This is an optimization exercise on Yosys and OpenROAD, whose aim is small area, not a production implementation.
The RTL was checked by simulation tests, not by an equivalence proof against the original design.
Power figures rest on the tool's default switching activity, not on a simulated workload.

`flow/config.mk`:
```
export PLATFORM = sky130hd
export DESIGN_NAME = switch_6x6_2_6
export DESIGN_NICKNAME = switch_6x6_2_6
export VERILOG_FILES = /design/flow/design.v
export SDC_FILE = /design/flow/constraint.sdc
export NUM_CORES = 4
export LEC_CHECK = 0
export CAP_MARGIN = 20
export CORE_MARGIN = 2
export CORE_UTILIZATION = 35
export PLACE_DENSITY = 0.45
export SLEW_MARGIN = 20
```
`flow/constraint.sdc`:
```
create_clock -name core_clock -period 10.0 [get_ports {clk}]
set_input_delay 2.0000 -clock core_clock [delete_from_list [all_inputs] [get_ports {clk}]]
set_output_delay 2.0000 -clock core_clock [all_outputs]
set_load 0.01 [all_outputs]
```
`flow/design.v`:
```
module allocator_6x6(clk, rst, FLIT_in__0, FLIT_in__1, FLIT_in__2, FLIT_in__3, FLIT_in__4, FLIT_in__5, VALID_in__0, VALID_in__1, VALID_in__2, VALID_in__3, VALID_in__4, VALID_in__5, FWDAUX1_in__0, FWDAUX1_in__1, FWDAUX1_in__2, FWDAUX1_in__3, FWDAUX1_in__4, FWDAUX1_in__5, which_port, select, BWDAUX1_out, BWDAUX2_out, BWDAUX3_out, busy_in, shift_ctl);
    input clk;
    wire clk;
    input rst;
    wire rst;
    input [66:0] FLIT_in__0;
    wire [66:0] FLIT_in__0;
    input [66:0] FLIT_in__1;
    wire [66:0] FLIT_in__1;
    input [66:0] FLIT_in__2;
    wire [66:0] FLIT_in__2;
    input [66:0] FLIT_in__3;
    wire [66:0] FLIT_in__3;
    input [66:0] FLIT_in__4;
    wire [66:0] FLIT_in__4;
    input [66:0] FLIT_in__5;
    wire [66:0] FLIT_in__5;
    input VALID_in__0;
    wire VALID_in__0;
    input VALID_in__1;
    wire VALID_in__1;
    input VALID_in__2;
    wire VALID_in__2;
    input VALID_in__3;
    wire VALID_in__3;
    input VALID_in__4;
    wire VALID_in__4;
    input VALID_in__5;
    wire VALID_in__5;
    input FWDAUX1_in__0;
    wire FWDAUX1_in__0;
    input FWDAUX1_in__1;
    wire FWDAUX1_in__1;
    input FWDAUX1_in__2;
    wire FWDAUX1_in__2;
    input FWDAUX1_in__3;
    wire FWDAUX1_in__3;
    input FWDAUX1_in__4;
    wire FWDAUX1_in__4;
    input FWDAUX1_in__5;
    wire FWDAUX1_in__5;
    input [2:0] which_port;
    wire [2:0] which_port;
    output [5:0] select;
    reg [5:0] select;
    output [5:0] BWDAUX1_out;
    reg [5:0] BWDAUX1_out;
    output [5:0] BWDAUX2_out;
    reg [5:0] BWDAUX2_out;
    output [5:0] BWDAUX3_out;
    reg [5:0] BWDAUX3_out;
    input busy_in;
    wire busy_in;
    output shift_ctl;
    reg shift_ctl;
    reg [5:0] VALID_in__curr;
    reg [66:0] FLIT_in__curr [5:0];
    reg [5:0] is_request;
    reg [2:0] loop__loop_41;
    reg [66:0] flit_in_temp [5:0];
    reg [5:0] not_dummy;
    reg am_busy;
    reg [66:0] __tmp7150;
    reg [2:0] loop__loop_65;
    reg [2:0] tmp;
    reg [5:0] res_h;
    reg [5:0] res_p;
    reg [5:0] res_t;
    reg [66:0] __tmp7151;
    reg [5:0] match;
    reg [5:0] busy_buff;
    reg [5:0] head;
    reg [5:0] tail;
    reg [5:0] request;
    reg [5:0] want;
    reg [5:0] last_sel;
    reg avail;
    reg [4:0] pass;
    reg [2:0] loop__loop_149;
    reg [5:0] grant;
    reg [5:0] sel_int;
    reg [5:0] accept;
    reg [5:0] not_accept;
    reg [5:0] last_sel_next;
    always @(FLIT_in__0 or VALID_in__0 or FWDAUX1_in__0 or FLIT_in__1 or VALID_in__1 or FWDAUX1_in__1 or FLIT_in__2 or VALID_in__2 or FWDAUX1_in__2 or FLIT_in__3 or VALID_in__3 or FWDAUX1_in__3 or FLIT_in__4 or VALID_in__4 or FWDAUX1_in__4 or FLIT_in__5 or VALID_in__5 or FWDAUX1_in__5 or which_port or last_sel or busy_in)
        begin : combinational
            VALID_in__curr[5] = VALID_in__5;
            VALID_in__curr[4] = VALID_in__4;
            VALID_in__curr[3] = VALID_in__3;
            VALID_in__curr[2] = VALID_in__2;
            VALID_in__curr[1] = VALID_in__1;
            VALID_in__curr[0] = VALID_in__0;
            FLIT_in__curr[5] = FLIT_in__5;
            FLIT_in__curr[4] = FLIT_in__4;
            FLIT_in__curr[3] = FLIT_in__3;
            FLIT_in__curr[2] = FLIT_in__2;
            FLIT_in__curr[1] = FLIT_in__1;
            FLIT_in__curr[0] = FLIT_in__0;
            for (loop__loop_41 = 3'b000 ; loop__loop_41 < 3'b110 ; loop__loop_41 = 3'b001 + loop__loop_41)
            begin
                is_request[loop__loop_41] = VALID_in__curr[loop__loop_41];
                flit_in_temp[loop__loop_41] = FLIT_in__curr[loop__loop_41];
            end
            not_dummy = is_request;
            am_busy = busy_in;
            for (loop__loop_65 = 3'b000 ; loop__loop_65 < 3'b110 ; loop__loop_65 = 3'b001 + loop__loop_65)
            begin
                __tmp7150 = flit_in_temp[loop__loop_65];
                tmp = __tmp7150[2:0];
                res_h[loop__loop_65] = tmp == 3'b011;
                res_p[loop__loop_65] = tmp == 3'b010;
                res_t[loop__loop_65] = tmp == 3'b000;
                __tmp7151 = flit_in_temp[loop__loop_65];
                match[loop__loop_65] = __tmp7151[5:3] == which_port;
                busy_buff[loop__loop_65] = am_busy;
            end
            head = res_h & not_dummy;
            tail = res_t & not_dummy;
            request = head & match;
            want = (request | last_sel) & not_dummy;
            avail = !(| (last_sel)) & !am_busy;
            pass = 5'b00000;
            pass[3'b000] = avail & !request[3'b000];
            for (loop__loop_149 = 3'b001 ; loop__loop_149 < 3'b101 ; loop__loop_149 = 3'b001 + loop__loop_149)
                        pass[loop__loop_149] = pass[$unsigned($signed(loop__loop_149) - 3'sb001)] & !request[loop__loop_149];
            grant = request & {pass, avail};
            select <= grant | last_sel & not_dummy;
            sel_int = grant | last_sel;
            accept = want & sel_int & ~busy_buff;
            not_accept = want & (~sel_int | busy_buff);
            BWDAUX1_out <= not_accept;
            BWDAUX2_out <= 6'b000000;
            BWDAUX3_out <= 6'b000000;
            last_sel_next <= grant | last_sel & (~tail | ~accept);
            shift_ctl <= | (grant);
        end
    always @(posedge clk or negedge rst)
        begin : flip_flops
            if (rst == 0)
                last_sel <= 6'b000000;
            else
                last_sel <= last_sel_next;
        end
endmodule
module in_buffer_2(clk, rst, FLIT_in, VALID_in, FWDAUX1_in, BWDAUX1_out, BWDAUX2_out, BWDAUX3_out, flit_out, request_out, busy_out);
    input clk;
    wire clk;
    input rst;
    wire rst;
    input [66:0] FLIT_in;
    wire [66:0] FLIT_in;
    input VALID_in;
    wire VALID_in;
    input FWDAUX1_in;
    wire FWDAUX1_in;
    output BWDAUX1_out;
    reg BWDAUX1_out;
    output BWDAUX2_out;
    reg BWDAUX2_out;
    output BWDAUX3_out;
    reg BWDAUX3_out;
    output [66:0] flit_out;
    reg [66:0] flit_out;
    output request_out;
    reg request_out;
    input busy_out;
    wire busy_out;
    reg [1:0] CS;
    reg [1:0] NS;
    reg enable_0;
    reg enable_all;
    reg [1:0] sel;
    reg [66:0] flit__curr [1:0];
    reg [66:0] flit__1;
    reg [66:0] flit__0;
    reg [66:0] mux_out;
    reg [0:0] loop__loop_747;
    reg [1:0] mask;
    reg [1:0] __tmp7179;
    reg [66:0] flit__curr__2 [1:0];
    reg [66:0] flit__next [1:0];
    reg [0:0] loop__loop_764;
    reg [1:0] loop__loop_775;
    always @(posedge clk or negedge rst)
        begin : update_fsm
            if (rst == 0)
                CS <= 2'b00;
            else
                CS <= NS;
        end
    always @(CS or VALID_in or busy_out)
        begin : compute_fsm_state
            case (CS)
            2'b00:              if (!VALID_in)
                NS <= 2'b00;
            else
                NS <= 2'b01;
            2'b01:              if (!VALID_in && !busy_out)
                NS <= 2'b00;
            else
            begin
                if (VALID_in && !busy_out || !VALID_in && busy_out)
                    NS <= 2'b01;
                else
                    NS <= 2'b10;
            end
            2'b10:              if (busy_out)
                NS <= 2'b10;
            else
                NS <= 2'b01;
            default : begin 
                NS <= 2'b00;
                end
            endcase
        end
    always @(CS or VALID_in or busy_out)
        begin : compute_output
            BWDAUX2_out <= 0;
            BWDAUX3_out <= 0;
            case (CS)
            2'b00:  begin
                if (VALID_in)
                    enable_0 <= 1'b1;
                else
                    enable_0 <= 1'b0;
                enable_all <= 1'b0;
                request_out <= 0;
                BWDAUX1_out <= 0;
            end
            2'b01:  begin
                if (VALID_in && !busy_out)
                    enable_0 <= 1'b1;
                else
                    enable_0 <= 1'b0;
                if (VALID_in && busy_out)
                    enable_all <= 1'b1;
                else
                    enable_all <= 1'b0;
                request_out <= 1;
                BWDAUX1_out <= 0;
            end
            2'b10:  begin
                if (!busy_out)
                    enable_0 <= 1'b1;
                else
                    enable_0 <= 1'b0;
                enable_all <= 1'b0;
                request_out <= 1;
                BWDAUX1_out <= 1;
            end
            default : begin 
                if (!busy_out)
                    enable_0 <= 1'b1;
                else
                    enable_0 <= 1'b0;
                if (VALID_in)
                    enable_all <= 1'b1;
                else
                    enable_all <= 1'b0;
                request_out <= 1;
                BWDAUX1_out <= 0;
                end
            endcase
            case (CS)
            2'b00:              sel <= 2'b01;
            2'b01:              sel <= 2'b01;
            2'b10:              sel <= 2'b10;
            default : begin 
                sel <= 2'b01;
                end
            endcase
        end
    always @(flit__0 or flit__1 or FLIT_in or sel)
        begin : mux
            flit__curr[1] = flit__1;
            flit__curr[0] = flit__0;
            mux_out <= 67'b0000000000000000000000000000000000000000000000000000000000000000000;
            if (sel == 2'b01)
                mux_out <= FLIT_in;
            else
            begin
                mask = 2'b10;
                for (loop__loop_747 = 1'b0 ; loop__loop_747 < 1'b1 ; loop__loop_747 = 1'b1 + loop__loop_747)
                begin
                    if (sel == mask)
                        mux_out <= flit__curr[loop__loop_747];
                    __tmp7179 = mask[0];
                    mask = (__tmp7179 << 1'b1);
                end
            end
        end
    always @(posedge clk or negedge rst)
        begin : flip_flop
            if (rst == 0)
            begin
                flit__curr__2[1] = flit__1;
                flit__curr__2[0] = flit__0;
                flit__next[1] = flit__curr__2[1];
                flit__next[0] = flit__curr__2[0];
                flit_out <= 67'b0000000000000000000000000000000000000000000000000000000000000000000;
                for (loop__loop_764 = 1'b0 ; loop__loop_764 < 1'b1 ; loop__loop_764 = 1'b1 + loop__loop_764)
                                flit__next[loop__loop_764] = 67'b0000000000000000000000000000000000000000000000000000000000000000000;
                flit__0 <= flit__next[0];
                flit__1 <= flit__next[1];
            end
            else
            begin
                flit__curr__2[1] = flit__1;
                flit__curr__2[0] = flit__0;
                flit__next[1] = flit__curr__2[1];
                flit__next[0] = flit__curr__2[0];
                if (enable_0 == 1'b1)
                    flit_out <= mux_out;
                if (enable_all == 1'b1)
                begin
                    flit__next[1'b0] = FLIT_in;
                    for (loop__loop_775 = 2'b01 ; loop__loop_775 < 2'b10 ; loop__loop_775 = 2'b01 + loop__loop_775)
                                        flit__next[loop__loop_775[0]] = flit__curr__2[$unsigned($signed(loop__loop_775[0]) - 1'sb1)];
                end
                flit__0 <= flit__next[0];
                flit__1 <= flit__next[1];
            end
        end
endmodule
module switch_6x6_2_6(clk, rst, FLIT_in__0, FLIT_in__1, FLIT_in__2, FLIT_in__3, FLIT_in__4, FLIT_in__5, VALID_in__0, VALID_in__1, VALID_in__2, VALID_in__3, VALID_in__4, VALID_in__5, FWDAUX1_in__0, FWDAUX1_in__1, FWDAUX1_in__2, FWDAUX1_in__3, FWDAUX1_in__4, FWDAUX1_in__5, BWDAUX1_out__0, BWDAUX1_out__1, BWDAUX1_out__2, BWDAUX1_out__3, BWDAUX1_out__4, BWDAUX1_out__5, BWDAUX2_out__0, BWDAUX2_out__1, BWDAUX2_out__2, BWDAUX2_out__3, BWDAUX2_out__4, BWDAUX2_out__5, BWDAUX3_out__0, BWDAUX3_out__1, BWDAUX3_out__2, BWDAUX3_out__3, BWDAUX3_out__4, BWDAUX3_out__5, FLIT_out__0, FLIT_out__1, FLIT_out__2, FLIT_out__3, FLIT_out__4, FLIT_out__5, VALID_out__0, VALID_out__1, VALID_out__2, VALID_out__3, VALID_out__4, VALID_out__5, FWDAUX1_out__0, FWDAUX1_out__1, FWDAUX1_out__2, FWDAUX1_out__3, FWDAUX1_out__4, FWDAUX1_out__5, BWDAUX1_in__0, BWDAUX1_in__1, BWDAUX1_in__2, BWDAUX1_in__3, BWDAUX1_in__4, BWDAUX1_in__5, BWDAUX2_in__0, BWDAUX2_in__1, BWDAUX2_in__2, BWDAUX2_in__3, BWDAUX2_in__4, BWDAUX2_in__5, BWDAUX3_in__0, 
BWDAUX3_in__1, BWDAUX3_in__2, BWDAUX3_in__3, BWDAUX3_in__4, BWDAUX3_in__5);
    input clk;
    wire clk;
    input rst;
    wire rst;
    input [66:0] FLIT_in__0;
    wire [66:0] FLIT_in__0;
    input [66:0] FLIT_in__1;
    wire [66:0] FLIT_in__1;
    input [66:0] FLIT_in__2;
    wire [66:0] FLIT_in__2;
    input [66:0] FLIT_in__3;
    wire [66:0] FLIT_in__3;
    input [66:0] FLIT_in__4;
    wire [66:0] FLIT_in__4;
    input [66:0] FLIT_in__5;
    wire [66:0] FLIT_in__5;
    input VALID_in__0;
    wire VALID_in__0;
    input VALID_in__1;
    wire VALID_in__1;
    input VALID_in__2;
    wire VALID_in__2;
    input VALID_in__3;
    wire VALID_in__3;
    input VALID_in__4;
    wire VALID_in__4;
    input VALID_in__5;
    wire VALID_in__5;
    input FWDAUX1_in__0;
    wire FWDAUX1_in__0;
    input FWDAUX1_in__1;
    wire FWDAUX1_in__1;
    input FWDAUX1_in__2;
    wire FWDAUX1_in__2;
    input FWDAUX1_in__3;
    wire FWDAUX1_in__3;
    input FWDAUX1_in__4;
    wire FWDAUX1_in__4;
    input FWDAUX1_in__5;
    wire FWDAUX1_in__5;
    output BWDAUX1_out__0;
    output BWDAUX1_out__1;
    output BWDAUX1_out__2;
    output BWDAUX1_out__3;
    output BWDAUX1_out__4;
    output BWDAUX1_out__5;
    output BWDAUX2_out__0;
    output BWDAUX2_out__1;
    output BWDAUX2_out__2;
    output BWDAUX2_out__3;
    output BWDAUX2_out__4;
    output BWDAUX2_out__5;
    output BWDAUX3_out__0;
    output BWDAUX3_out__1;
    output BWDAUX3_out__2;
    output BWDAUX3_out__3;
    output BWDAUX3_out__4;
    output BWDAUX3_out__5;
    output [66:0] FLIT_out__0;
    reg [66:0] FLIT_out__0;
    output [66:0] FLIT_out__1;
    reg [66:0] FLIT_out__1;
    output [66:0] FLIT_out__2;
    reg [66:0] FLIT_out__2;
    output [66:0] FLIT_out__3;
    reg [66:0] FLIT_out__3;
    output [66:0] FLIT_out__4;
    reg [66:0] FLIT_out__4;
    output [66:0] FLIT_out__5;
    reg [66:0] FLIT_out__5;
    output VALID_out__0;
    reg VALID_out__0;
    output VALID_out__1;
    reg VALID_out__1;
    output VALID_out__2;
    reg VALID_out__2;
    output VALID_out__3;
    reg VALID_out__3;
    output VALID_out__4;
    reg VALID_out__4;
    output VALID_out__5;
    reg VALID_out__5;
    output FWDAUX1_out__0;
    output FWDAUX1_out__1;
    output FWDAUX1_out__2;
    output FWDAUX1_out__3;
    output FWDAUX1_out__4;
    output FWDAUX1_out__5;
    input BWDAUX1_in__0;
    wire BWDAUX1_in__0;
    input BWDAUX1_in__1;
    wire BWDAUX1_in__1;
    input BWDAUX1_in__2;
    wire BWDAUX1_in__2;
    input BWDAUX1_in__3;
    wire BWDAUX1_in__3;
    input BWDAUX1_in__4;
    wire BWDAUX1_in__4;
    input BWDAUX1_in__5;
    wire BWDAUX1_in__5;
    input BWDAUX2_in__0;
    wire BWDAUX2_in__0;
    input BWDAUX2_in__1;
    wire BWDAUX2_in__1;
    input BWDAUX2_in__2;
    wire BWDAUX2_in__2;
    input BWDAUX2_in__3;
    wire BWDAUX2_in__3;
    input BWDAUX2_in__4;
    wire BWDAUX2_in__4;
    input BWDAUX2_in__5;
    wire BWDAUX2_in__5;
    input BWDAUX3_in__0;
    wire BWDAUX3_in__0;
    input BWDAUX3_in__1;
    wire BWDAUX3_in__1;
    input BWDAUX3_in__2;
    wire BWDAUX3_in__2;
    input BWDAUX3_in__3;
    wire BWDAUX3_in__3;
    input BWDAUX3_in__4;
    wire BWDAUX3_in__4;
    input BWDAUX3_in__5;
    wire BWDAUX3_in__5;
    reg [5:0] BWDAUX3_out_c__next;
    reg BWDAUX3_out_c__5;
    reg BWDAUX3_out_c__4;
    reg BWDAUX3_out_c__3;
    reg BWDAUX3_out_c__2;
    reg BWDAUX3_out_c__1;
    reg BWDAUX3_out_c__0;
    reg [5:0] BWDAUX2_out_c__next;
    reg BWDAUX2_out_c__5;
    reg BWDAUX2_out_c__4;
    reg BWDAUX2_out_c__3;
    reg BWDAUX2_out_c__2;
    reg BWDAUX2_out_c__1;
    reg BWDAUX2_out_c__0;
    reg [5:0] BWDAUX1_out_c__next;
    reg BWDAUX1_out_c__5;
    reg BWDAUX1_out_c__4;
    reg BWDAUX1_out_c__3;
    reg BWDAUX1_out_c__2;
    reg BWDAUX1_out_c__1;
    reg BWDAUX1_out_c__0;
    reg [5:0] alloc_BWDAUX3_out__curr [5:0];
    wire [5:0] alloc_BWDAUX3_out__5;
    wire [5:0] alloc_BWDAUX3_out__4;
    wire [5:0] alloc_BWDAUX3_out__3;
    wire [5:0] alloc_BWDAUX3_out__2;
    wire [5:0] alloc_BWDAUX3_out__1;
    wire [5:0] alloc_BWDAUX3_out__0;
    reg [5:0] alloc_BWDAUX2_out__curr [5:0];
    wire [5:0] alloc_BWDAUX2_out__5;
    wire [5:0] alloc_BWDAUX2_out__4;
    wire [5:0] alloc_BWDAUX2_out__3;
    wire [5:0] alloc_BWDAUX2_out__2;
    wire [5:0] alloc_BWDAUX2_out__1;
    wire [5:0] alloc_BWDAUX2_out__0;
    reg [5:0] alloc_BWDAUX1_out__curr [5:0];
    wire [5:0] alloc_BWDAUX1_out__5;
    wire [5:0] alloc_BWDAUX1_out__4;
    wire [5:0] alloc_BWDAUX1_out__3;
    wire [5:0] alloc_BWDAUX1_out__2;
    wire [5:0] alloc_BWDAUX1_out__1;
    wire [5:0] alloc_BWDAUX1_out__0;
    reg [5:0] fifo_valid_write__curr;
    reg fifo_valid_write__5;
    reg fifo_valid_write__4;
    reg fifo_valid_write__3;
    reg fifo_valid_write__2;
    reg fifo_valid_write__1;
    reg fifo_valid_write__0;
    reg [5:0] full__next;
    reg full__5;
    reg full__4;
    reg full__3;
    reg full__2;
    reg full__1;
    reg full__0;
    reg [66:0] shift__curr [5:0];
    reg [66:0] shift__5;
    reg [66:0] shift__4;
    reg [66:0] shift__3;
    reg [66:0] shift__2;
    reg [66:0] shift__1;
    reg [66:0] shift__0;
    reg [5:0] BWDAUX1_in__curr;
    reg [5:0] VALID_out__next;
    reg [66:0] FLIT_out__next [5:0];
    reg [5:0] b [5:0];
    reg [2:0] loop__loop_34;
    reg [5:0] t;
    reg [2:0] loop__loop_37;
    reg [5:0] __tmp7152;
    reg [2:0] loop2__loop_40;
    reg [2:0] loop__loop_44;
    reg [2:0] loop__loop_47;
    reg [2:0] loop__loop_50;
    reg [5:0] __tmp7153;
    reg [2:0] loop2__loop_53;
    reg [2:0] loop__loop_57;
    reg [2:0] loop__loop_60;
    reg [2:0] loop__loop_63;
    reg [5:0] __tmp7154;
    reg [2:0] loop2__loop_66;
    reg [2:0] loop__loop_70;
    reg [2:0] loop__loop_81;
    reg [5:0] using_input__0;
    reg [5:0] using_input__1;
    reg [5:0] using_input__2;
    reg [5:0] using_input__3;
    reg [5:0] using_input__4;
    reg [5:0] using_input__5;
    reg [5:0] fifo_valid_write__next;
    reg [5:0] full__curr;
    reg [5:0] mux_sel__curr [5:0];
    wire [5:0] mux_sel__5;
    wire [5:0] mux_sel__4;
    wire [5:0] mux_sel__3;
    wire [5:0] mux_sel__2;
    wire [5:0] mux_sel__1;
    wire [5:0] mux_sel__0;
    reg [66:0] mux__next [5:0];
    reg [66:0] mux__5;
    reg [66:0] mux__4;
    reg [66:0] mux__3;
    reg [66:0] mux__2;
    reg [66:0] mux__1;
    reg [66:0] mux__0;
    reg [66:0] FLIT_in_s__curr [5:0];
    wire [66:0] FLIT_in_s__5;
    wire [66:0] FLIT_in_s__4;
    wire [66:0] FLIT_in_s__3;
    wire [66:0] FLIT_in_s__2;
    wire [66:0] FLIT_in_s__1;
    wire [66:0] FLIT_in_s__0;
    reg [2:0] loop__loop_97;
    reg [2:0] loop2__loop_105;
    reg [5:0] mask;
    reg [5:0] __tmp7181;
    reg [5:0] shift_ctl__curr;
    wire shift_ctl__5;
    wire shift_ctl__4;
    wire shift_ctl__3;
    wire shift_ctl__2;
    wire shift_ctl__1;
    wire shift_ctl__0;
    reg [66:0] shift__next [5:0];
    reg [66:0] mux__curr [5:0];
    reg [66:0] shift_temp;
    reg [2:0] loop__loop_133;
    wire VALID_in_s__5;
    wire VALID_in_s__4;
    wire VALID_in_s__3;
    wire VALID_in_s__2;
    wire VALID_in_s__1;
    wire VALID_in_s__0;
    wire FWDAUX1_in_s__0;
    wire FWDAUX1_in_s__1;
    wire FWDAUX1_in_s__2;
    wire FWDAUX1_in_s__3;
    wire FWDAUX1_in_s__4;
    wire FWDAUX1_in_s__5;
    wire [2:0] allocator_constant [5:0];
    always @(alloc_BWDAUX1_out__0 or alloc_BWDAUX2_out__0 or alloc_BWDAUX3_out__0 or shift__0 or fifo_valid_write__0 or BWDAUX1_in__0 or using_input__0 or alloc_BWDAUX1_out__1 or alloc_BWDAUX2_out__1 or alloc_BWDAUX3_out__1 or shift__1 or fifo_valid_write__1 or BWDAUX1_in__1 or using_input__1 or alloc_BWDAUX1_out__2 or alloc_BWDAUX2_out__2 or alloc_BWDAUX3_out__2 or shift__2 or fifo_valid_write__2 or BWDAUX1_in__2 or using_input__2 or alloc_BWDAUX1_out__3 or alloc_BWDAUX2_out__3 or alloc_BWDAUX3_out__3 or shift__3 or fifo_valid_write__3 or BWDAUX1_in__3 or using_input__3 or alloc_BWDAUX1_out__4 or alloc_BWDAUX2_out__4 or alloc_BWDAUX3_out__4 or shift__4 or fifo_valid_write__4 or BWDAUX1_in__4 or using_input__4 or alloc_BWDAUX1_out__5 or alloc_BWDAUX2_out__5 or alloc_BWDAUX3_out__5 or shift__5 or fifo_valid_write__5 or BWDAUX1_in__5 or using_input__5 or BWDAUX3_out_c__0 or BWDAUX3_out_c__1 or BWDAUX3_out_c__2 or BWDAUX3_out_c__3 or BWDAUX3_out_c__4 or BWDAUX3_out_c__5 or BWDAUX2_out_c__0 or 
BWDAUX2_out_c__1 or BWDAUX2_out_c__2 or BWDAUX2_out_c__3 or BWDAUX2_out_c__4 or BWDAUX2_out_c__5 or BWDAUX1_out_c__0 or BWDAUX1_out_c__1 or BWDAUX1_out_c__2 or BWDAUX1_out_c__3 or BWDAUX1_out_c__4 or BWDAUX1_out_c__5 or full__0 or full__1 or full__2 or full__3 or full__4 or full__5 or VALID_out__0 or VALID_out__1 or VALID_out__2 or VALID_out__3 or VALID_out__4 or VALID_out__5 or FLIT_out__0 or FLIT_out__1 or FLIT_out__2 or FLIT_out__3 or FLIT_out__4 or FLIT_out__5)
        begin : combinational
            BWDAUX3_out_c__next[5] = BWDAUX3_out_c__5;
            BWDAUX3_out_c__next[4] = BWDAUX3_out_c__4;
            BWDAUX3_out_c__next[3] = BWDAUX3_out_c__3;
            BWDAUX3_out_c__next[2] = BWDAUX3_out_c__2;
            BWDAUX3_out_c__next[1] = BWDAUX3_out_c__1;
            BWDAUX3_out_c__next[0] = BWDAUX3_out_c__0;
            BWDAUX2_out_c__next[5] = BWDAUX2_out_c__5;
            BWDAUX2_out_c__next[4] = BWDAUX2_out_c__4;
            BWDAUX2_out_c__next[3] = BWDAUX2_out_c__3;
            BWDAUX2_out_c__next[2] = BWDAUX2_out_c__2;
            BWDAUX2_out_c__next[1] = BWDAUX2_out_c__1;
            BWDAUX2_out_c__next[0] = BWDAUX2_out_c__0;
            BWDAUX1_out_c__next[5] = BWDAUX1_out_c__5;
            BWDAUX1_out_c__next[4] = BWDAUX1_out_c__4;
            BWDAUX1_out_c__next[3] = BWDAUX1_out_c__3;
            BWDAUX1_out_c__next[2] = BWDAUX1_out_c__2;
            BWDAUX1_out_c__next[1] = BWDAUX1_out_c__1;
            BWDAUX1_out_c__next[0] = BWDAUX1_out_c__0;
            alloc_BWDAUX3_out__curr[5] = alloc_BWDAUX3_out__5;
            alloc_BWDAUX3_out__curr[4] = alloc_BWDAUX3_out__4;
            alloc_BWDAUX3_out__curr[3] = alloc_BWDAUX3_out__3;
            alloc_BWDAUX3_out__curr[2] = alloc_BWDAUX3_out__2;
            alloc_BWDAUX3_out__curr[1] = alloc_BWDAUX3_out__1;
            alloc_BWDAUX3_out__curr[0] = alloc_BWDAUX3_out__0;
            alloc_BWDAUX2_out__curr[5] = alloc_BWDAUX2_out__5;
            alloc_BWDAUX2_out__curr[4] = alloc_BWDAUX2_out__4;
            alloc_BWDAUX2_out__curr[3] = alloc_BWDAUX2_out__3;
            alloc_BWDAUX2_out__curr[2] = alloc_BWDAUX2_out__2;
            alloc_BWDAUX2_out__curr[1] = alloc_BWDAUX2_out__1;
            alloc_BWDAUX2_out__curr[0] = alloc_BWDAUX2_out__0;
            alloc_BWDAUX1_out__curr[5] = alloc_BWDAUX1_out__5;
            alloc_BWDAUX1_out__curr[4] = alloc_BWDAUX1_out__4;
            alloc_BWDAUX1_out__curr[3] = alloc_BWDAUX1_out__3;
            alloc_BWDAUX1_out__curr[2] = alloc_BWDAUX1_out__2;
            alloc_BWDAUX1_out__curr[1] = alloc_BWDAUX1_out__1;
            alloc_BWDAUX1_out__curr[0] = alloc_BWDAUX1_out__0;
            fifo_valid_write__curr[5] = fifo_valid_write__5;
            fifo_valid_write__curr[4] = fifo_valid_write__4;
            fifo_valid_write__curr[3] = fifo_valid_write__3;
            fifo_valid_write__curr[2] = fifo_valid_write__2;
            fifo_valid_write__curr[1] = fifo_valid_write__1;
            fifo_valid_write__curr[0] = fifo_valid_write__0;
            full__next[5] = full__5;
            full__next[4] = full__4;
            full__next[3] = full__3;
            full__next[2] = full__2;
            full__next[1] = full__1;
            full__next[0] = full__0;
            shift__curr[5] = shift__5;
            shift__curr[4] = shift__4;
            shift__curr[3] = shift__3;
            shift__curr[2] = shift__2;
            shift__curr[1] = shift__1;
            shift__curr[0] = shift__0;
            BWDAUX1_in__curr[5] = BWDAUX1_in__5;
            BWDAUX1_in__curr[4] = BWDAUX1_in__4;
            BWDAUX1_in__curr[3] = BWDAUX1_in__3;
            BWDAUX1_in__curr[2] = BWDAUX1_in__2;
            BWDAUX1_in__curr[1] = BWDAUX1_in__1;
            BWDAUX1_in__curr[0] = BWDAUX1_in__0;
            VALID_out__next[5] = VALID_out__5;
            VALID_out__next[4] = VALID_out__4;
            VALID_out__next[3] = VALID_out__3;
            VALID_out__next[2] = VALID_out__2;
            VALID_out__next[1] = VALID_out__1;
            VALID_out__next[0] = VALID_out__0;
            FLIT_out__next[5] = FLIT_out__5;
            FLIT_out__next[4] = FLIT_out__4;
            FLIT_out__next[3] = FLIT_out__3;
            FLIT_out__next[2] = FLIT_out__2;
            FLIT_out__next[1] = FLIT_out__1;
            FLIT_out__next[0] = FLIT_out__0;
            for (loop__loop_34 = 3'b000 ; loop__loop_34 < 3'b110 ; loop__loop_34 = 3'b001 + loop__loop_34)
                        b[loop__loop_34] = alloc_BWDAUX1_out__curr[loop__loop_34];
            for (loop__loop_37 = 3'b000 ; loop__loop_37 < 3'b110 ; loop__loop_37 = 3'b001 + loop__loop_37)
            begin
                t[loop__loop_37] = 0;
                for (loop2__loop_40 = 3'b000 ; loop2__loop_40 < 3'b110 ; loop2__loop_40 = 3'b001 + loop2__loop_40)
                begin
                    __tmp7152 = b[loop2__loop_40];
                    t[loop__loop_37] = t[loop__loop_37] | __tmp7152[loop__loop_37];
                end
            end
            for (loop__loop_44 = 3'b000 ; loop__loop_44 < 3'b110 ; loop__loop_44 = 3'b001 + loop__loop_44)
                        BWDAUX1_out_c__next[loop__loop_44] = t[loop__loop_44];
            for (loop__loop_47 = 3'b000 ; loop__loop_47 < 3'b110 ; loop__loop_47 = 3'b001 + loop__loop_47)
                        b[loop__loop_47] = alloc_BWDAUX2_out__curr[loop__loop_47];
            for (loop__loop_50 = 3'b000 ; loop__loop_50 < 3'b110 ; loop__loop_50 = 3'b001 + loop__loop_50)
            begin
                t[loop__loop_50] = 0;
                for (loop2__loop_53 = 3'b000 ; loop2__loop_53 < 3'b110 ; loop2__loop_53 = 3'b001 + loop2__loop_53)
                begin
                    __tmp7153 = b[loop2__loop_53];
                    t[loop__loop_50] = t[loop__loop_50] | __tmp7153[loop__loop_50];
                end
            end
            for (loop__loop_57 = 3'b000 ; loop__loop_57 < 3'b110 ; loop__loop_57 = 3'b001 + loop__loop_57)
                        BWDAUX2_out_c__next[loop__loop_57] = t[loop__loop_57];
            for (loop__loop_60 = 3'b000 ; loop__loop_60 < 3'b110 ; loop__loop_60 = 3'b001 + loop__loop_60)
                        b[loop__loop_60] = alloc_BWDAUX3_out__curr[loop__loop_60];
            for (loop__loop_63 = 3'b000 ; loop__loop_63 < 3'b110 ; loop__loop_63 = 3'b001 + loop__loop_63)
            begin
                t[loop__loop_63] = 0;
                for (loop2__loop_66 = 3'b000 ; loop2__loop_66 < 3'b110 ; loop2__loop_66 = 3'b001 + loop2__loop_66)
                begin
                    __tmp7154 = b[loop2__loop_66];
                    t[loop__loop_63] = t[loop__loop_63] | __tmp7154[loop__loop_63];
                end
            end
            for (loop__loop_70 = 3'b000 ; loop__loop_70 < 3'b110 ; loop__loop_70 = 3'b001 + loop__loop_70)
                        BWDAUX3_out_c__next[loop__loop_70] = t[loop__loop_70];
            for (loop__loop_81 = 3'b000 ; loop__loop_81 < 3'b110 ; loop__loop_81 = 3'b001 + loop__loop_81)
            begin
                FLIT_out__next[loop__loop_81] = shift__curr[loop__loop_81];
                VALID_out__next[loop__loop_81] = fifo_valid_write__curr[loop__loop_81];
                full__next[loop__loop_81] = BWDAUX1_in__curr[loop__loop_81];
            end
            FLIT_out__0 <= FLIT_out__next[0];
            FLIT_out__1 <= FLIT_out__next[1];
            FLIT_out__2 <= FLIT_out__next[2];
            FLIT_out__3 <= FLIT_out__next[3];
            FLIT_out__4 <= FLIT_out__next[4];
            FLIT_out__5 <= FLIT_out__next[5];
            VALID_out__0 <= VALID_out__next[0];
            VALID_out__1 <= VALID_out__next[1];
            VALID_out__2 <= VALID_out__next[2];
            VALID_out__3 <= VALID_out__next[3];
            VALID_out__4 <= VALID_out__next[4];
            VALID_out__5 <= VALID_out__next[5];
            full__0 <= full__next[0];
            full__1 <= full__next[1];
            full__2 <= full__next[2];
            full__3 <= full__next[3];
            full__4 <= full__next[4];
            full__5 <= full__next[5];
            BWDAUX1_out_c__0 <= BWDAUX1_out_c__next[0];
            BWDAUX1_out_c__1 <= BWDAUX1_out_c__next[1];
            BWDAUX1_out_c__2 <= BWDAUX1_out_c__next[2];
            BWDAUX1_out_c__3 <= BWDAUX1_out_c__next[3];
            BWDAUX1_out_c__4 <= BWDAUX1_out_c__next[4];
            BWDAUX1_out_c__5 <= BWDAUX1_out_c__next[5];
            BWDAUX2_out_c__0 <= BWDAUX2_out_c__next[0];
            BWDAUX2_out_c__1 <= BWDAUX2_out_c__next[1];
            BWDAUX2_out_c__2 <= BWDAUX2_out_c__next[2];
            BWDAUX2_out_c__3 <= BWDAUX2_out_c__next[3];
            BWDAUX2_out_c__4 <= BWDAUX2_out_c__next[4];
            BWDAUX2_out_c__5 <= BWDAUX2_out_c__next[5];
            BWDAUX3_out_c__0 <= BWDAUX3_out_c__next[0];
            BWDAUX3_out_c__1 <= BWDAUX3_out_c__next[1];
            BWDAUX3_out_c__2 <= BWDAUX3_out_c__next[2];
            BWDAUX3_out_c__3 <= BWDAUX3_out_c__next[3];
            BWDAUX3_out_c__4 <= BWDAUX3_out_c__next[4];
            BWDAUX3_out_c__5 <= BWDAUX3_out_c__next[5];
        end
    always @(FLIT_in_s__0 or FLIT_in_s__1 or FLIT_in_s__2 or FLIT_in_s__3 or FLIT_in_s__4 or FLIT_in_s__5 or mux_sel__0 or full__0 or mux_sel__1 or full__1 or mux_sel__2 or full__2 or mux_sel__3 or full__3 or mux_sel__4 or full__4 or mux_sel__5 or full__5 or fifo_valid_write__0 or fifo_valid_write__1 or fifo_valid_write__2 or fifo_valid_write__3 or fifo_valid_write__4 or fifo_valid_write__5 or mux__0 or mux__1 or mux__2 or mux__3 or mux__4 or mux__5)
        begin : multiplexers
            fifo_valid_write__next[5] = fifo_valid_write__5;
            fifo_valid_write__next[4] = fifo_valid_write__4;
            fifo_valid_write__next[3] = fifo_valid_write__3;
            fifo_valid_write__next[2] = fifo_valid_write__2;
            fifo_valid_write__next[1] = fifo_valid_write__1;
            fifo_valid_write__next[0] = fifo_valid_write__0;
            full__curr[5] = full__5;
            full__curr[4] = full__4;
            full__curr[3] = full__3;
            full__curr[2] = full__2;
            full__curr[1] = full__1;
            full__curr[0] = full__0;
            mux_sel__curr[5] = mux_sel__5;
            mux_sel__curr[4] = mux_sel__4;
            mux_sel__curr[3] = mux_sel__3;
            mux_sel__curr[2] = mux_sel__2;
            mux_sel__curr[1] = mux_sel__1;
            mux_sel__curr[0] = mux_sel__0;
            mux__next[5] = mux__5;
            mux__next[4] = mux__4;
            mux__next[3] = mux__3;
            mux__next[2] = mux__2;
            mux__next[1] = mux__1;
            mux__next[0] = mux__0;
            FLIT_in_s__curr[5] = FLIT_in_s__5;
            FLIT_in_s__curr[4] = FLIT_in_s__4;
            FLIT_in_s__curr[3] = FLIT_in_s__3;
            FLIT_in_s__curr[2] = FLIT_in_s__2;
            FLIT_in_s__curr[1] = FLIT_in_s__1;
            FLIT_in_s__curr[0] = FLIT_in_s__0;
            for (loop__loop_97 = 3'b000 ; loop__loop_97 < 3'b110 ; loop__loop_97 = 3'b001 + loop__loop_97)
            begin
                mux__next[loop__loop_97] = 67'b0000000000000000000000000000000000000000000000000000000000000000000;
                mask = 6'b000001;
                for (loop2__loop_105 = 3'b000 ; loop2__loop_105 < 3'b110 ; loop2__loop_105 = 3'b001 + loop2__loop_105)
                begin
                    if (mux_sel__curr[loop__loop_97] == mask)
                        mux__next[loop__loop_97] = FLIT_in_s__curr[loop2__loop_105];
                    __tmp7181 = mask[4:0];
                    mask = (__tmp7181 << 1'b1);
                end
                if (mux_sel__curr[loop__loop_97] == 6'b000000)
                    fifo_valid_write__next[loop__loop_97] = 0;
                else
                    fifo_valid_write__next[loop__loop_97] = !full__curr[loop__loop_97];
            end
            mux__0 <= mux__next[0];
            mux__1 <= mux__next[1];
            mux__2 <= mux__next[2];
            mux__3 <= mux__next[3];
            mux__4 <= mux__next[4];
            mux__5 <= mux__next[5];
            fifo_valid_write__0 <= fifo_valid_write__next[0];
            fifo_valid_write__1 <= fifo_valid_write__next[1];
            fifo_valid_write__2 <= fifo_valid_write__next[2];
            fifo_valid_write__3 <= fifo_valid_write__next[3];
            fifo_valid_write__4 <= fifo_valid_write__next[4];
            fifo_valid_write__5 <= fifo_valid_write__next[5];
        end
    always @(mux__0 or shift_ctl__0 or mux__1 or shift_ctl__1 or mux__2 or shift_ctl__2 or mux__3 or shift_ctl__3 or mux__4 or shift_ctl__4 or mux__5 or shift_ctl__5 or shift__0 or shift__1 or shift__2 or shift__3 or shift__4 or shift__5)
        begin : shifters
            shift_ctl__curr[5] = shift_ctl__5;
            shift_ctl__curr[4] = shift_ctl__4;
            shift_ctl__curr[3] = shift_ctl__3;
            shift_ctl__curr[2] = shift_ctl__2;
            shift_ctl__curr[1] = shift_ctl__1;
            shift_ctl__curr[0] = shift_ctl__0;
            shift__next[5] = shift__5;
            shift__next[4] = shift__4;
            shift__next[3] = shift__3;
            shift__next[2] = shift__2;
            shift__next[1] = shift__1;
            shift__next[0] = shift__0;
            mux__curr[5] = mux__5;
            mux__curr[4] = mux__4;
            mux__curr[3] = mux__3;
            mux__curr[2] = mux__2;
            mux__curr[1] = mux__1;
            mux__curr[0] = mux__0;
            for (loop__loop_133 = 3'b000 ; loop__loop_133 < 3'b110 ; loop__loop_133 = 3'b001 + loop__loop_133)
            begin
                shift_temp = mux__curr[loop__loop_133];
                if (shift_ctl__curr[loop__loop_133])
                    {shift_temp[2], shift_temp[3]} = {shift_temp[5], shift_temp[6]};
                shift__next[loop__loop_133] = shift_temp;
            end
            shift__0 <= shift__next[0];
            shift__1 <= shift__next[1];
            shift__2 <= shift__next[2];
            shift__3 <= shift__next[3];
            shift__4 <= shift__next[4];
            shift__5 <= shift__next[5];
        end
    in_buffer_2 inbuff_5(.clk(clk), .rst(rst), .FLIT_in(FLIT_in__5), .VALID_in(VALID_in__5), .FWDAUX1_in(FWDAUX1_in__5), .BWDAUX1_out(BWDAUX1_out__5), .BWDAUX2_out(BWDAUX2_out__5), .BWDAUX3_out(BWDAUX3_out__5), .flit_out(FLIT_in_s__5), .request_out(VALID_in_s__5), .busy_out(BWDAUX1_out_c__5));
    in_buffer_2 inbuff_4(.clk(clk), .rst(rst), .FLIT_in(FLIT_in__4), .VALID_in(VALID_in__4), .FWDAUX1_in(FWDAUX1_in__4), .BWDAUX1_out(BWDAUX1_out__4), .BWDAUX2_out(BWDAUX2_out__4), .BWDAUX3_out(BWDAUX3_out__4), .flit_out(FLIT_in_s__4), .request_out(VALID_in_s__4), .busy_out(BWDAUX1_out_c__4));
    in_buffer_2 inbuff_3(.clk(clk), .rst(rst), .FLIT_in(FLIT_in__3), .VALID_in(VALID_in__3), .FWDAUX1_in(FWDAUX1_in__3), .BWDAUX1_out(BWDAUX1_out__3), .BWDAUX2_out(BWDAUX2_out__3), .BWDAUX3_out(BWDAUX3_out__3), .flit_out(FLIT_in_s__3), .request_out(VALID_in_s__3), .busy_out(BWDAUX1_out_c__3));
    in_buffer_2 inbuff_2(.clk(clk), .rst(rst), .FLIT_in(FLIT_in__2), .VALID_in(VALID_in__2), .FWDAUX1_in(FWDAUX1_in__2), .BWDAUX1_out(BWDAUX1_out__2), .BWDAUX2_out(BWDAUX2_out__2), .BWDAUX3_out(BWDAUX3_out__2), .flit_out(FLIT_in_s__2), .request_out(VALID_in_s__2), .busy_out(BWDAUX1_out_c__2));
    in_buffer_2 inbuff_1(.clk(clk), .rst(rst), .FLIT_in(FLIT_in__1), .VALID_in(VALID_in__1), .FWDAUX1_in(FWDAUX1_in__1), .BWDAUX1_out(BWDAUX1_out__1), .BWDAUX2_out(BWDAUX2_out__1), .BWDAUX3_out(BWDAUX3_out__1), .flit_out(FLIT_in_s__1), .request_out(VALID_in_s__1), .busy_out(BWDAUX1_out_c__1));
    in_buffer_2 inbuff_0(.clk(clk), .rst(rst), .FLIT_in(FLIT_in__0), .VALID_in(VALID_in__0), .FWDAUX1_in(FWDAUX1_in__0), .BWDAUX1_out(BWDAUX1_out__0), .BWDAUX2_out(BWDAUX2_out__0), .BWDAUX3_out(BWDAUX3_out__0), .flit_out(FLIT_in_s__0), .request_out(VALID_in_s__0), .busy_out(BWDAUX1_out_c__0));
    allocator_6x6 alloc_5(.clk(clk), .rst(rst), .FLIT_in__0(FLIT_in_s__0), .FLIT_in__1(FLIT_in_s__1), .FLIT_in__2(FLIT_in_s__2), .FLIT_in__3(FLIT_in_s__3), .FLIT_in__4(FLIT_in_s__4), .FLIT_in__5(FLIT_in_s__5), .VALID_in__0(VALID_in_s__0), .VALID_in__1(VALID_in_s__1), .VALID_in__2(VALID_in_s__2), .VALID_in__3(VALID_in_s__3), .VALID_in__4(VALID_in_s__4), .VALID_in__5(VALID_in_s__5), .FWDAUX1_in__0(FWDAUX1_in_s__0), .FWDAUX1_in__1(FWDAUX1_in_s__1), .FWDAUX1_in__2(FWDAUX1_in_s__2), .FWDAUX1_in__3(FWDAUX1_in_s__3), .FWDAUX1_in__4(FWDAUX1_in_s__4), .FWDAUX1_in__5(FWDAUX1_in_s__5), .which_port(allocator_constant[3'b101]), .select(mux_sel__5), .BWDAUX1_out(alloc_BWDAUX1_out__5), .BWDAUX2_out(alloc_BWDAUX2_out__5), .BWDAUX3_out(alloc_BWDAUX3_out__5), .busy_in(full__5), .shift_ctl(shift_ctl__5));
    allocator_6x6 alloc_4(.clk(clk), .rst(rst), .FLIT_in__0(FLIT_in_s__0), .FLIT_in__1(FLIT_in_s__1), .FLIT_in__2(FLIT_in_s__2), .FLIT_in__3(FLIT_in_s__3), .FLIT_in__4(FLIT_in_s__4), .FLIT_in__5(FLIT_in_s__5), .VALID_in__0(VALID_in_s__0), .VALID_in__1(VALID_in_s__1), .VALID_in__2(VALID_in_s__2), .VALID_in__3(VALID_in_s__3), .VALID_in__4(VALID_in_s__4), .VALID_in__5(VALID_in_s__5), .FWDAUX1_in__0(FWDAUX1_in_s__0), .FWDAUX1_in__1(FWDAUX1_in_s__1), .FWDAUX1_in__2(FWDAUX1_in_s__2), .FWDAUX1_in__3(FWDAUX1_in_s__3), .FWDAUX1_in__4(FWDAUX1_in_s__4), .FWDAUX1_in__5(FWDAUX1_in_s__5), .which_port(allocator_constant[3'b100]), .select(mux_sel__4), .BWDAUX1_out(alloc_BWDAUX1_out__4), .BWDAUX2_out(alloc_BWDAUX2_out__4), .BWDAUX3_out(alloc_BWDAUX3_out__4), .busy_in(full__4), .shift_ctl(shift_ctl__4));
    allocator_6x6 alloc_3(.clk(clk), .rst(rst), .FLIT_in__0(FLIT_in_s__0), .FLIT_in__1(FLIT_in_s__1), .FLIT_in__2(FLIT_in_s__2), .FLIT_in__3(FLIT_in_s__3), .FLIT_in__4(FLIT_in_s__4), .FLIT_in__5(FLIT_in_s__5), .VALID_in__0(VALID_in_s__0), .VALID_in__1(VALID_in_s__1), .VALID_in__2(VALID_in_s__2), .VALID_in__3(VALID_in_s__3), .VALID_in__4(VALID_in_s__4), .VALID_in__5(VALID_in_s__5), .FWDAUX1_in__0(FWDAUX1_in_s__0), .FWDAUX1_in__1(FWDAUX1_in_s__1), .FWDAUX1_in__2(FWDAUX1_in_s__2), .FWDAUX1_in__3(FWDAUX1_in_s__3), .FWDAUX1_in__4(FWDAUX1_in_s__4), .FWDAUX1_in__5(FWDAUX1_in_s__5), .which_port(allocator_constant[3'b011]), .select(mux_sel__3), .BWDAUX1_out(alloc_BWDAUX1_out__3), .BWDAUX2_out(alloc_BWDAUX2_out__3), .BWDAUX3_out(alloc_BWDAUX3_out__3), .busy_in(full__3), .shift_ctl(shift_ctl__3));
    allocator_6x6 alloc_2(.clk(clk), .rst(rst), .FLIT_in__0(FLIT_in_s__0), .FLIT_in__1(FLIT_in_s__1), .FLIT_in__2(FLIT_in_s__2), .FLIT_in__3(FLIT_in_s__3), .FLIT_in__4(FLIT_in_s__4), .FLIT_in__5(FLIT_in_s__5), .VALID_in__0(VALID_in_s__0), .VALID_in__1(VALID_in_s__1), .VALID_in__2(VALID_in_s__2), .VALID_in__3(VALID_in_s__3), .VALID_in__4(VALID_in_s__4), .VALID_in__5(VALID_in_s__5), .FWDAUX1_in__0(FWDAUX1_in_s__0), .FWDAUX1_in__1(FWDAUX1_in_s__1), .FWDAUX1_in__2(FWDAUX1_in_s__2), .FWDAUX1_in__3(FWDAUX1_in_s__3), .FWDAUX1_in__4(FWDAUX1_in_s__4), .FWDAUX1_in__5(FWDAUX1_in_s__5), .which_port(allocator_constant[3'b010]), .select(mux_sel__2), .BWDAUX1_out(alloc_BWDAUX1_out__2), .BWDAUX2_out(alloc_BWDAUX2_out__2), .BWDAUX3_out(alloc_BWDAUX3_out__2), .busy_in(full__2), .shift_ctl(shift_ctl__2));
    allocator_6x6 alloc_1(.clk(clk), .rst(rst), .FLIT_in__0(FLIT_in_s__0), .FLIT_in__1(FLIT_in_s__1), .FLIT_in__2(FLIT_in_s__2), .FLIT_in__3(FLIT_in_s__3), .FLIT_in__4(FLIT_in_s__4), .FLIT_in__5(FLIT_in_s__5), .VALID_in__0(VALID_in_s__0), .VALID_in__1(VALID_in_s__1), .VALID_in__2(VALID_in_s__2), .VALID_in__3(VALID_in_s__3), .VALID_in__4(VALID_in_s__4), .VALID_in__5(VALID_in_s__5), .FWDAUX1_in__0(FWDAUX1_in_s__0), .FWDAUX1_in__1(FWDAUX1_in_s__1), .FWDAUX1_in__2(FWDAUX1_in_s__2), .FWDAUX1_in__3(FWDAUX1_in_s__3), .FWDAUX1_in__4(FWDAUX1_in_s__4), .FWDAUX1_in__5(FWDAUX1_in_s__5), .which_port(allocator_constant[3'b001]), .select(mux_sel__1), .BWDAUX1_out(alloc_BWDAUX1_out__1), .BWDAUX2_out(alloc_BWDAUX2_out__1), .BWDAUX3_out(alloc_BWDAUX3_out__1), .busy_in(full__1), .shift_ctl(shift_ctl__1));
    allocator_6x6 alloc_0(.clk(clk), .rst(rst), .FLIT_in__0(FLIT_in_s__0), .FLIT_in__1(FLIT_in_s__1), .FLIT_in__2(FLIT_in_s__2), .FLIT_in__3(FLIT_in_s__3), .FLIT_in__4(FLIT_in_s__4), .FLIT_in__5(FLIT_in_s__5), .VALID_in__0(VALID_in_s__0), .VALID_in__1(VALID_in_s__1), .VALID_in__2(VALID_in_s__2), .VALID_in__3(VALID_in_s__3), .VALID_in__4(VALID_in_s__4), .VALID_in__5(VALID_in_s__5), .FWDAUX1_in__0(FWDAUX1_in_s__0), .FWDAUX1_in__1(FWDAUX1_in_s__1), .FWDAUX1_in__2(FWDAUX1_in_s__2), .FWDAUX1_in__3(FWDAUX1_in_s__3), .FWDAUX1_in__4(FWDAUX1_in_s__4), .FWDAUX1_in__5(FWDAUX1_in_s__5), .which_port(allocator_constant[3'b000]), .select(mux_sel__0), .BWDAUX1_out(alloc_BWDAUX1_out__0), .BWDAUX2_out(alloc_BWDAUX2_out__0), .BWDAUX3_out(alloc_BWDAUX3_out__0), .busy_in(full__0), .shift_ctl(shift_ctl__0));
    assign FWDAUX1_out__0 = 1'b0;
    assign FWDAUX1_out__1 = 1'b0;
    assign FWDAUX1_out__2 = 1'b0;
    assign FWDAUX1_out__3 = 1'b0;
    assign FWDAUX1_out__4 = 1'b0;
    assign FWDAUX1_out__5 = 1'b0;
    assign allocator_constant[3'b101] = 3'b101;
    assign allocator_constant[3'b100] = 3'b100;
    assign allocator_constant[3'b011] = 3'b011;
    assign allocator_constant[3'b010] = 3'b010;
    assign allocator_constant[3'b001] = 3'b001;
    assign allocator_constant[3'b000] = 3'b000;
endmodule
```
`flow/run.sh`:
```
#!/bin/bash
# synth_recipe.tcl (not shown) runs the flow's synth.tcl, then flattens the netlist and writes it again
# the make line also repeats each setting of config.mk as NAME=value (left out here)
make -C /OpenROAD-flow-scripts/flow DESIGN_CONFIG=/design/flow/config.mk WORK_HOME=/design/flow/orfs CLKGATE_MAP_FILE= SYNTH_SCRIPT=/design/flow/synth_recipe.tcl finish
```
==> results.txt <==
vias per inst 6.91; Sw Share 0.489; via count around 54000; GR Util All Layers 0.403; CP max stage cell or4_1; Synth Area in XOR/XNOR 0; PostCTS Resize Cnt 0; die width approximately 390 um; I/O Pins 866; Post-Syn Area about 51000 sq um; die area 149000 sq um; Detail Placement HPWL between 200 and 250 mm; Fin. Hold Viols 0; Setup-failing EPs final 0; Fin Clk Skew 0.0507 ns; grt total ovfl 0; LEAKAGE 25.4 nW; Clock Power Share 0.156; worst slew pin tran 1.28 ns; Reg-to-Reg Start inbuff_3.flit_out[0]; root buf cell clkbuf_16; Gate power share 0.557; Synth Flop Type dfrtp_1; largest net degree at the start of global routing 142; asr flop ratio synth 1.00; routability cong. between 1 and 1.5; post-synthesis sequential area ratio 0.416; Worst setup SP type primary input; maximum vdd drop ~0.00025 V; Max Cap Viol 0; sw power approximately 0.013 W; fin. max-slew vios 0; cell internal pwr between 0.01 and 0.015 W; Area growth, synth to finish 28.8%; Unique masters post-synth 83; max_slew headroom 0.146; hold_ws 0.499 ns; Critical Path RT roughly 8 ns; Synthesis Warnings 33; initial antenna violation count between 50 and 60; FF-to-FF path depth 14; CP Capture Type output port; Cell Chain, Critical Path clkdlybuf4s50_1 > or4_1 > o21ai_0 > and2_1 > buf_4 > nor2b_4 > buf_4 > a222oi_1 > a31oi_1 > clkdlybuf4s50_1; mux contribution to synthesized area 0.201; core area 145000 sq um; htree depth 3; residual DRC count 0; Critical path origin BWDAUX1_in__4; Pwr Density between 400 and 500 nW/um^2; reg-to-reg endpoint inbuff_5.flit_out[6]; CTS Buffer Depth 3; Yosys reg bits 852; CTS sink count 852; Hold Crit Class reg2reg; largest family of logic cells by synthesized area compound AO/OA/AOI/OAI gates; setup TNS 0 ns; status finished clean; port bufs 829; WP data arrival between 7 and 8 ns; simple logic cell fraction of the synthesized area 0.102; Clock Pin Slew Worst Setup and Hold Paths 0.06 ns; final WL 315 mm; register area 21300 sq um; Filler cells approximately 14000; Setup Fix Bufs, Post-CTS 0; area of the multi-input gates 28200 sq um; Setup CP Type in2out; end of the critical path FLIT_out__4[13]; Worst-Skew Late Latency approximately 0.76 ns; Initial Utilization 0.352; Post-synth EDFFs 0; post-synthesis compound-gate area fraction 0.234; wire length of the first global-routing pass 429 mm; Initial DRT Pass Iterations 15; slowest stage delay, CP 0.83 ns; CTS Buf Count between 100 and 150; routed len/inst 40.4 um; Final ANT Viol Nets 0; CTS tree yes; nets slightly above 6000; maximum fanout along the worst path 23; fin crit period approximately 9.3 ns; Seq pwr share 0.287; R2R setup slack 4.36 ns; hold_buf cts 0; syn avg cell area 9.92 sq um; layout cells sized above 1 0.184; Die Ht 387 um; period utilization 0.928; Fmax 108 MHz; row count 140; Mapped Cells 5161; vias in the first global route between 40000 and 50000; Synth Area in Adders 0.00293; number of DRC markers in iteration 0 10400; RSZ-0062 raised after global routing no
cell type report:
class                      count  area share
multi-input combinational   3767       0.427
sequential                   852       0.323
timing repair buffer        1002       0.153
clock buffer                 153      0.0486
tap                         1917      0.0364
clock inverter                46     0.00895
inverter                      30     0.00171
antenna                       38     0.00144
worst min-delay path by stage:
stage,from,end,slack [ns],cells past startpoint
floorplan,inbuff_4.flit__0[0],inbuff_4.flit__0[0],0.47,1
global placement,inbuff_4.flit__0[50],inbuff_4.flit__0[50],0.48,1
detailed placement,inbuff_5.flit__0[34],inbuff_5.flit__0[34],0.49,1
CTS,inbuff_5.flit__0[39],inbuff_5.flit__0[39],0.50,1
global route,inbuff_5.flit__0[34],inbuff_5.flit__0[34],0.51,1
finish,inbuff_5.flit__0[57],inbuff_5.flit__0[57],0.50,1
cell usage after synthesis (94+ instances only):
library cell | n | area, sq um
a21oi_1 | 358 | 1790
a222oi_1 | 432 | 4320
a22oi_1 | 299 | 2240
a31oi_1 | 199 | 1240
clkbuf_1 | 438 | 1640
dfrtp_1 | 852 | 21300
mux2_2 | 639 | 7200
mux2i_1 | 280 | 2800
nand2_1 | 267 | 1000
nand3_1 | 147 | 736
nor2_1 | 525 | 1970
o21ai_0 | 94 | 470
per-layer routing:
metal / track usage / up-vias / share of wire
met1: 0.540 / 27200 / 0.40
met5: 0 / - / 0.00069
li1: - / 21500 / -
met4: 0.225 / 32 / 0.068
met3: 0.107 / 944 / 0.12
met2: 0.588 / 4251 / 0.42
worst max-delay path, delay by kind of cell:
family / cells / cell delay, ns
AND/OR/NAND/NOR: 3 / 1.60
AO/OA/AOI/OAI: 3 / 1.32
buffers and inverters: 4 / 2.28
flip-flops by register name, indices dropped and copies added (netlist names):
name and cells:
alloc_0.last_sel 6, alloc_1.last_sel 6, alloc_2.last_sel 6, alloc_3.last_sel 6
alloc_4.last_sel 6, alloc_5.last_sel 6, inbuff_0.CS 2, inbuff_0.flit__0 67
inbuff_0.flit_out 67, inbuff_1.CS 2, inbuff_1.flit__0 67, inbuff_1.flit_out 67
inbuff_2.CS 2, inbuff_2.flit__0 67, inbuff_2.flit_out 67, inbuff_3.CS 2
inbuff_3.flit__0 67, inbuff_3.flit_out 67, inbuff_4.CS 2, inbuff_4.flit__0 67
inbuff_4.flit_out 67, inbuff_5.CS 2, inbuff_5.flit__0 67, inbuff_5.flit_out 67
placed cells by master, fill, tap and decap left out, drive strengths merged, types with 29 or more instances in the layout:
cell type	netlist	routed
dfrtp	852	852
clkdlybuf4s50	0	828
mux2	667	667
nor2	525	525
a222oi	432	432
a21oi	359	359
a22oi	299	299
mux2i	280	280
nand2	267	267
a31oi	199	199
buf	90	174
clkbuf	439	153
nand3	147	147
o21ai	98	98
nor3	49	49
o22ai	44	44
diode	0	38
inv	30	33
clkinv	0	29
power by group through the flow:
stage	logic [W]	clock network, W	registers [W]
after floorplan	0.00725	0	0.00654
after global placement	0.0146	0	0.00765
after detailed placement	0.0147	0	0.00769
after CTS	0.0148	0.00429	0.00764
after global routing	0.0155	0.00442	0.00797
final	0.0151	0.00425	0.00779
per-stage QoR:
| step | utilization | power (W) | cell area, sq um | cells | setup WS (ns) |
|---|---|---|---|---|---|
| after floorplan | - | 0.0138 | 51300 | 5178 | 3.47 |
| after global placement | 0.427 | 0.0223 | 62100 | 7566 | 1.15 |
| after detailed placement | 0.427 | 0.0224 | 62100 | 7566 | 1.18 |
| after CTS | 0.453 | 0.0267 | 65900 | 7765 | 1.16 |
| after global routing | 0.454 | 0.0279 | 66000 | 7799 | 0.723 |
| final | 0.454 | 0.0272 | 66000 | 7805 | 0.718 |
kinds of logic (layout without fill, tap and decap cells):
logic type                 Yosys count  after routing
adders and majority gates           12             12
AOI/OAI and AO/OA                 1623           1623
other                                1             56
muxes                              947            947
buffers and inverters              559           1231
and+or+nand+nor                   1167           1167
DFF                                852            852

## port drivers added, routing unchanged
In the flow no input, the clock included, has a driving cell. The finished layout below was timed again as built, in two steps.
Step 1 (the two cells are an assumption about what drives the block):
set clk [get_ports {clk}]
set_driving_cell -lib_cell sky130_fd_sc_hd__clkbuf_16 $clk
set_driving_cell -lib_cell sky130_fd_sc_hd__buf_2 [delete_from_list [all_inputs] $clk]
Step 2 times the ports against the registers' clock, not the clock port: input delays grow and output delays shrink by t, the midpoint of the rising clock arrivals with the driver on.
Slacks: no drivers / after step 1 / after step 2; pairs: no drivers / after step 1.
t (ns): 0.830
setup WS [ns]: 0.718 / 0.689 / 0.689
hold WS [ns]: 0.499 / 0.499 / 0.499
After both steps setup and hold are still met in this run. The setup slack of this run moves by -0.029 ns with the drivers and by -0.029 ns with both steps.
